This design comes from an exercise in tuning for small area, a short achievable clock period and few clock cycles on the open sky130 flow, not from production work.
In this exercise RTL edits were held to simulation tests only and were not proved equivalent to the original.
The flow treats the clock pin as an ideal source. Dropping or thinning the clock tree relies on that and would not hold on a real chip.

==> 10-22: inputs <==
## lcm_top
module lcm_top
#(
    parameter DW = 8
)(
    input  logic              clk      ,
    input  logic              rst_n    ,
    input  logic              start    ,
    input  logic[DW-1:0]      data_a   ,
    input  logic[DW-1:0]      data_b   ,
    output logic              done     ,
    output logic[DW*2-1:0]    lcm_o    ,
    output logic[DW-1:0]      gcd_o
);
clock: 820.0 ns
lec_check: 0
abc_area: 1
cap_margin: 20
core_margin: 2
core_utilization: 40
slew_margin: 20
standard.sh (not shown) runs the stock make flow with config.mk's settings and CLKGATE_MAP_FILE= SYNTH_SCRIPT=/design/flow/synth_recipe.tcl, a recipe that flattens the netlist after the stock synthesis.
==> flow/flow/run.sh <==
#!/bin/bash
# Own layout flow: the standard ORFS flow (standard.sh), with these
# changes to how the layout is made:
#  - the ABC script that maps the combinational logic to cells is an
#    area-oriented one (flow/abc_area.script) instead of ORFS's, which
#    sizes cells up for speed the design does not need;
#  - after synthesis, flow/faflip.py picks for each full adder whether to
#    use it complemented (a full adder is self-dual), so that fewer
#    inverters sit between adders, and the logic around the adders is
#    mapped again (flow/remap.ys); adders and flip-flops keep their
#    instances, names and cell types. The new netlist is checked against
#    gcd/lcm on all 65536 operand pairs (flow/check_tb.sv) and is used
#    only if it passes;
#  - the port buffers are the smallest buffer, sky130_fd_sc_hd__buf_1;
#  - the clock tree is built from clkbuf_8 without dummy loads.
# Each tool's output goes to a log file in this folder.
set -euo pipefail
W=$PWD
LIB=$FLOW_HOME/platforms/sky130hd/lib/sky130_fd_sc_hd__tt_025C_1v80.lib
RES=$W/orfs/results/sky130hd/lcm_top/base
rm -rf "$W/scripts_own"
mkdir -p "$W/scripts_own"
cp -r "$FLOW_HOME/scripts/." "$W/scripts_own/"
cp "$W/flow/abc_area.script" "$W/scripts_own/abc_area.script"
export SCRIPTS_DIR="$W/scripts_own"
export BUFFER_PORTS_ARGS="-buffer_cell sky130_fd_sc_hd__buf_1"
export CTS_ARGS="-sink_clustering_enable -repair_clock_nets -buf_list sky130_fd_sc_hd__clkbuf_8 -dont_use_dummy_load"

bash "$W/standard.sh" synth > "$W/log_synth.log" 2>&1

# full adder polarity and a second mapping of the logic around the adders
cp "$RES/1_2_yosys.v" "$W/netlist_standard_synth.v"
DU=$(sed -n '/DONT_USE_CELLS/,/^$/p' "$FLOW_HOME/platforms/sky130hd/config.mk" | grep -o 'sky130_fd_sc_hd__[a-z0-9_]*' | sed 's/^/-dont_use /' | tr '\n' ' ')
if python3 "$W/flow/faflip.py" "$W/netlist_standard_synth.v" "$W/netlist_flip.v" > "$W/log_faflip.log" 2>&1; then
  sed -e "s|@LIB@|$LIB|g; s|@IN@|$W/netlist_flip.v|; s|@OUT@|$W/netlist_remap.v|; s|@TOP@|$FLOW_TOP|; s|@SCRIPT@|$W/flow/abc_area.script|; s|@DONTUSE@|$DU|" \
    "$W/flow/remap.ys" > "$W/remap_run.ys"
  if yosys -s "$W/remap_run.ys" > "$W/log_remap.log" 2>&1; then
    # exhaustive check of the new netlist (cells read as their liberty functions)
    mkdir -p "$W/check"
    yosys -p "read_liberty -ignore_miss_func $LIB; read_verilog $W/netlist_remap.v; hierarchy -top $FLOW_TOP; flatten; opt_clean; write_verilog -noattr $W/check/net.v" > "$W/log_check_yosys.log" 2>&1 \
    && (cd "$W/check" && verilator --binary --timing -Wno-fatal -Wno-lint -Wno-style --top-module exh_top -o sim "$W/flow/check_tb.sv" net.v > "$W/log_check_build.log" 2>&1) \
    && "$W/check/obj_dir/sim" > "$W/log_check_sim.log" 2>&1 || true
    if grep -q "EXHTOP errors=0" "$W/log_check_sim.log" 2>/dev/null; then
      cp "$W/netlist_remap.v" "$RES/1_2_yosys.v"
      rm -f "$RES/1_synth.odb" "$RES/1_synth.sdc"
      echo "using the remapped netlist" > "$W/log_choice.log"
    else
      echo "remapped netlist failed its check; using the standard one" > "$W/log_choice.log"
    fi
  fi
fi

bash "$W/standard.sh" finish > "$W/log_layout.log" 2>&1
Other scripts of this flow, unchanged in this note and not shown: flow/flow/abc_area.script, flow/flow/check_tb.sv, flow/flow/faflip.py, flow/flow/remap.ys
==> 01-13: changes against 10-22 <==
--- a/flow/design.v
+++ b/flow/design.v
@@ -118,29 +118,29 @@
         gcd_o = o;
         if (k[0]) gcd_o = {gcd_o[6:0], 1'd0};
         if (k[1]) gcd_o = {gcd_o[5:0], 2'd0};
         if (k[2]) gcd_o = {gcd_o[3:0], 4'd0};
         bs = data_b;
         if (k[0]) bs = {1'd0, bs[7:1]};
         if (k[1]) bs = {2'd0, bs[7:2]};
         if (k[2]) bs = {4'd0, bs[7:4]};
-        r = data_a;
+        r = bs;
         for (int i = 0; i < 8; i++) begin
             qi   = r[i];
             q[i] = qi;
             bw   = 1'b0;
             for (int j = i + 1; j < 8; j++) begin
                 oi   = o[j-i] & qi;
                 rj   = r[j];
                 r[j] = rj ^ oi ^ bw;
                 bw   = (~rj & oi) | (~(rj ^ oi) & bw);
             end
         end
-        lcm_o = mul8(bs, q);
+        lcm_o = mul8(data_a, q);
     end
 endmodule
 module lcm_top
 #(
     parameter DW = 8
 )(
     input  logic              clk      ,
     input  logic              rst_n    ,
@@ -164,15 +164,15 @@
     always_ff @(posedge clk, negedge rst_n) begin
         if (!rst_n) done <= 1'b0 ;
         else        done <= busy ;
     end
     always_ff @(posedge clk) begin
         busy <= start ;
     end
     always_ff @(posedge clk) begin
-        if (start) r[DW*2-1:0] <= {data_b, data_a} ;
-        else       r[DW*2-1:0] <= {lcm_c[DW-1:0], gcd_c} ;
+        if (busy) r[DW*2-1:0] <= {lcm_c[DW-1:0], gcd_c} ;
+        else      r[DW*2-1:0] <= {data_b, data_a} ;
         r[DW*3-1:DW*2] <= lcm_c[DW*2-1:DW] ;
     end
     assign gcd_o = r[DW-1:0] ;
     assign lcm_o = r[DW*3-1:DW] ;
 endmodule
==> flow/flow/run.sh (replaced) <==
#!/bin/bash
# Own layout flow: the standard ORFS flow (standard.sh), with these
# changes to how the layout is made:
#  - the ABC script that maps the combinational logic to cells is an
#    area-oriented one (flow/abc_area.script) instead of ORFS's, which
#    sizes cells up for speed the design does not need;
#  - after synthesis, flow/faflip.py picks for each full adder whether to
#    use it complemented (a full adder is self-dual), so that fewer
#    inverters sit between adders, and the logic around the adders is
#    mapped again (flow/remap.ys, with ABC's &deepsyn restructuring ahead
#    of the area mapping, flow/abc_remap.script); adders and flip-flops keep their
#    instances, names and cell types. The new netlist is checked against
#    gcd/lcm on all 65536 operand pairs (flow/check_tb.sv) and is used
#    only if it passes;
#  - the port buffers are the smallest buffer, sky130_fd_sc_hd__buf_1;
set -euo pipefail
W=$PWD
LIB=$FLOW_HOME/platforms/sky130hd/lib/sky130_fd_sc_hd__tt_025C_1v80.lib
RES=$W/orfs/results/sky130hd/lcm_top/base
rm -rf "$W/scripts_own"
mkdir -p "$W/scripts_own"
cp -r "$FLOW_HOME/scripts/." "$W/scripts_own/"
cp "$W/flow/abc_area.script" "$W/scripts_own/abc_area.script"
sed -i "s|^log_cmd clock_tree_synthesis .*|source $W/flow/cts_single.tcl|" "$W/scripts_own/cts.tcl"
grep -q "cts_single.tcl" "$W/scripts_own/cts.tcl"
export SCRIPTS_DIR="$W/scripts_own"
export BUFFER_PORTS_ARGS="-buffer_cell sky130_fd_sc_hd__buf_1"

bash "$W/standard.sh" synth > "$W/log_synth.log" 2>&1

# full adder polarity and a second mapping of the logic around the adders
cp "$RES/1_2_yosys.v" "$W/netlist_standard_synth.v"
DU=$(sed -n '/DONT_USE_CELLS/,/^$/p' "$FLOW_HOME/platforms/sky130hd/config.mk" | grep -o 'sky130_fd_sc_hd__[a-z0-9_]*' | sed 's/^/-dont_use /' | tr '\n' ' ')
if python3 "$W/flow/faflip.py" "$W/netlist_standard_synth.v" "$W/netlist_flip.v" > "$W/log_faflip.log" 2>&1; then
  sed -e "s|@LIB@|$LIB|g; s|@IN@|$W/netlist_flip.v|; s|@OUT@|$W/netlist_remap.v|; s|@TOP@|$FLOW_TOP|; s|@SCRIPT@|$W/flow/abc_remap.script|; s|@DONTUSE@|$DU|" \
    "$W/flow/remap.ys" > "$W/remap_run.ys"
  if yosys -s "$W/remap_run.ys" > "$W/log_remap.log" 2>&1; then
    # exhaustive check of the new netlist (cells read as their liberty functions)
    mkdir -p "$W/check"
    yosys -p "read_liberty -ignore_miss_func $LIB; read_verilog $W/netlist_remap.v; hierarchy -top $FLOW_TOP; flatten; opt_clean; write_verilog -noattr $W/check/net.v" > "$W/log_check_yosys.log" 2>&1 \
    && (cd "$W/check" && verilator --binary --timing -Wno-fatal -Wno-lint -Wno-style --top-module exh_top -o sim "$W/flow/check_tb.sv" net.v > "$W/log_check_build.log" 2>&1) \
    && "$W/check/obj_dir/sim" > "$W/log_check_sim.log" 2>&1 || true
    if grep -q "EXHTOP errors=0" "$W/log_check_sim.log" 2>/dev/null; then
      cp "$W/netlist_remap.v" "$RES/1_2_yosys.v"
      rm -f "$RES/1_synth.odb" "$RES/1_synth.sdc"
      echo "using the remapped netlist" > "$W/log_choice.log"
    else
      echo "remapped netlist failed its check; using the standard one" > "$W/log_choice.log"
    fi
  fi
fi

bash "$W/standard.sh" finish > "$W/log_layout.log" 2>&1
==> flow/flow/abc_remap.script (new file) <==
strash
&get -n
&deepsyn -J 100 -T 300
&put
dch -f
amap
topo
==> flow/flow/cts_single.tcl (new file) <==
# Clock tree for this small design: one clkbuf_16 at the centre of the
# flip-flops drives all their clock pins; the clock port drives only it.
# Sourced by cts.tcl in place of clock_tree_synthesis.
set block [ord::get_db_block]
set sx 0
set sy 0
set n 0
foreach i [$block getInsts] {
  if { ![[$i getMaster] isSequential] } { continue }
  set b [$i getBBox]
  set sx [expr { $sx + ([$b xMin] + [$b xMax]) / 2 }]
  set sy [expr { $sy + ([$b yMin] + [$b yMax]) / 2 }]
  incr n
}
set dbu [$block getDbUnitsPerMicron]
set cx [expr { double($sx) / $n / $dbu }]
set cy [expr { double($sy) / $n / $dbu }]
puts "single clock buffer for $n flip-flops at ($cx, $cy)"
log_cmd insert_buffer -buffer_cell sky130_fd_sc_hd__clkbuf_16 -net clk \
  -location [list $cx $cy] -buffer_name clkbuf_0_clk -net_name clknet_0_clk
set_propagated_clock [all_clocks]
Settings changed: CAP_MARGIN 20 to 0, GPL_TIMING_DRIVEN set to 0, SLEW_MARGIN 20 to 0.
==> 02-14: changes against 10-22 <==
--- a/flow/design.v
+++ b/flow/design.v
@@ -118,29 +118,29 @@
         gcd_o = o;
         if (k[0]) gcd_o = {gcd_o[6:0], 1'd0};
         if (k[1]) gcd_o = {gcd_o[5:0], 2'd0};
         if (k[2]) gcd_o = {gcd_o[3:0], 4'd0};
         bs = data_b;
         if (k[0]) bs = {1'd0, bs[7:1]};
         if (k[1]) bs = {2'd0, bs[7:2]};
         if (k[2]) bs = {4'd0, bs[7:4]};
-        r = data_a;
+        r = bs;
         for (int i = 0; i < 8; i++) begin
             qi   = r[i];
             q[i] = qi;
             bw   = 1'b0;
             for (int j = i + 1; j < 8; j++) begin
                 oi   = o[j-i] & qi;
                 rj   = r[j];
                 r[j] = rj ^ oi ^ bw;
                 bw   = (~rj & oi) | (~(rj ^ oi) & bw);
             end
         end
-        lcm_o = mul8(bs, q);
+        lcm_o = mul8(data_a, q);
     end
 endmodule
 module lcm_top
 #(
     parameter DW = 8
 )(
     input  logic              clk      ,
     input  logic              rst_n    ,
@@ -164,15 +164,15 @@
     always_ff @(posedge clk, negedge rst_n) begin
         if (!rst_n) done <= 1'b0 ;
         else        done <= busy ;
     end
     always_ff @(posedge clk) begin
         busy <= start ;
     end
     always_ff @(posedge clk) begin
-        if (start) r[DW*2-1:0] <= {data_b, data_a} ;
-        else       r[DW*2-1:0] <= {lcm_c[DW-1:0], gcd_c} ;
+        if (busy) r[DW*2-1:0] <= {lcm_c[DW-1:0], gcd_c} ;
+        else      r[DW*2-1:0] <= {data_b, data_a} ;
         r[DW*3-1:DW*2] <= lcm_c[DW*2-1:DW] ;
     end
     assign gcd_o = r[DW-1:0] ;
     assign lcm_o = r[DW*3-1:DW] ;
 endmodule
--- a/flow/flow/run.sh
+++ b/flow/flow/run.sh
@@ -7,29 +7,28 @@
 #  - after synthesis, flow/faflip.py picks for each full adder whether to
 #    use it complemented (a full adder is self-dual), so that fewer
 #    inverters sit between adders, and the logic around the adders is
 #    mapped again (flow/remap.ys); adders and flip-flops keep their
 #    instances, names and cell types. The new netlist is checked against
 #    gcd/lcm on all 65536 operand pairs (flow/check_tb.sv) and is used
 #    only if it passes;
 #  - the port buffers are the smallest buffer, sky130_fd_sc_hd__buf_1;
-#  - the clock tree is built from clkbuf_8 without dummy loads.
-# Each tool's output goes to a log file in this folder.
 set -euo pipefail
 W=$PWD
 LIB=$FLOW_HOME/platforms/sky130hd/lib/sky130_fd_sc_hd__tt_025C_1v80.lib
 RES=$W/orfs/results/sky130hd/lcm_top/base
 rm -rf "$W/scripts_own"
 mkdir -p "$W/scripts_own"
 cp -r "$FLOW_HOME/scripts/." "$W/scripts_own/"
 cp "$W/flow/abc_area.script" "$W/scripts_own/abc_area.script"
+sed -i "s|^log_cmd clock_tree_synthesis .*|source $W/flow/cts_single.tcl|" "$W/scripts_own/cts.tcl"
+grep -q "cts_single.tcl" "$W/scripts_own/cts.tcl"
 export SCRIPTS_DIR="$W/scripts_own"
 export BUFFER_PORTS_ARGS="-buffer_cell sky130_fd_sc_hd__buf_1"
-export CTS_ARGS="-sink_clustering_enable -repair_clock_nets -buf_list sky130_fd_sc_hd__clkbuf_8 -dont_use_dummy_load"
 
 bash "$W/standard.sh" synth > "$W/log_synth.log" 2>&1
 
 # full adder polarity and a second mapping of the logic around the adders
 cp "$RES/1_2_yosys.v" "$W/netlist_standard_synth.v"
 DU=$(sed -n '/DONT_USE_CELLS/,/^$/p' "$FLOW_HOME/platforms/sky130hd/config.mk" | grep -o 'sky130_fd_sc_hd__[a-z0-9_]*' | sed 's/^/-dont_use /' | tr '\n' ' ')
 if python3 "$W/flow/faflip.py" "$W/netlist_standard_synth.v" "$W/netlist_flip.v" > "$W/log_faflip.log" 2>&1; then
   sed -e "s|@LIB@|$LIB|g; s|@IN@|$W/netlist_flip.v|; s|@OUT@|$W/netlist_remap.v|; s|@TOP@|$FLOW_TOP|; s|@SCRIPT@|$W/flow/abc_area.script|; s|@DONTUSE@|$DU|" \
==> flow/flow/cts_single.tcl (new file) <==
# Clock tree for this small design: one clkbuf_16 at the centre of the
# flip-flops drives all their clock pins; the clock port drives only it.
# Sourced by cts.tcl in place of clock_tree_synthesis.
set block [ord::get_db_block]
set sx 0
set sy 0
set n 0
foreach i [$block getInsts] {
  if { ![[$i getMaster] isSequential] } { continue }
  set b [$i getBBox]
  set sx [expr { $sx + ([$b xMin] + [$b xMax]) / 2 }]
  set sy [expr { $sy + ([$b yMin] + [$b yMax]) / 2 }]
  incr n
}
set dbu [$block getDbUnitsPerMicron]
set cx [expr { double($sx) / $n / $dbu }]
set cy [expr { double($sy) / $n / $dbu }]
puts "single clock buffer for $n flip-flops at ($cx, $cy)"
log_cmd insert_buffer -buffer_cell sky130_fd_sc_hd__clkbuf_16 -net clk \
  -location [list $cx $cy] -buffer_name clkbuf_0_clk -net_name clknet_0_clk
foreach name {clk clknet_0_clk} {
  [$block findNet $name] setSigType CLOCK
}
set_propagated_clock [all_clocks]
Settings changed: CAP_MARGIN 20 to 0, GPL_TIMING_DRIVEN set to 0, SLEW_MARGIN 20 to 0.
==> summary of the runs <==
- 10-22 ran to the end with no violations. 02-14 never finished: it broke off in clock tree synthesis (4_1_cts). 01-13 went through all stages and came out clean.
- Between 01-13 and 10-22, the lower fmax is in 10-22 (gap about 0.4%, measured against 10-22).
- Between 10-22 and 01-13, the lower via count is in 01-13 (gap about 2.7%, measured against 01-13).
- Of 01-13 and 10-22, 10-22 has the higher final cell count (gap 2.8%, measured against 10-22).
- Between 01-13 and 10-22, the lower clock skew is in 01-13 (gap 0.0098 ns).
- Between 10-22 and 01-13, the lower utilization is in 10-22 (gap 0.051 points).
Testbench counts of 10-22, summed over its fixed seeds: cycles 6,408.
Testbench counts of 01-13, summed over its fixed seeds: cycles 6,408.
Testbench counts of 02-14, summed over its fixed seeds: cycles 6,408.
The clock cells of 01-13 come from the design's own scripts or RTL, not from TritonCTS.

## separate check: timing with driven ports
Ports are ideal in the flow. The routed layouts listed here were re-timed in OpenROAD. Step 1: set_driving_cell puts a clkbuf_16 on clk and a buf_2 on each other input, an assumption about the parent block. Step 2 also shifts input and output timing later by t, the mid clock arrival at the registers, as if the neighbouring blocks saw the same clock. a / b / c = ideal ports / drivers / drivers and shift; a / b = the first two.
run | t (ns) | slack for setup (ns) | hold slack, ns | worst setup path at the end | worst slew at a driven data input, ns
10-22 | 0.298 | 654.423 / 654.417 / 654.120 | 0.338 / 0.338 / 0.338 | input to register | 0.05
01-13 | 0.193 | 655.082 / 655.051 / 655.225 | 0.593 / 0.593 / 0.593 | input to register | 0.04
After both steps every run listed still meets setup and hold. For 10-22, which loses most, drivers alone change the setup slack by -0.006 ns; drivers and shift together by -0.303 ns.
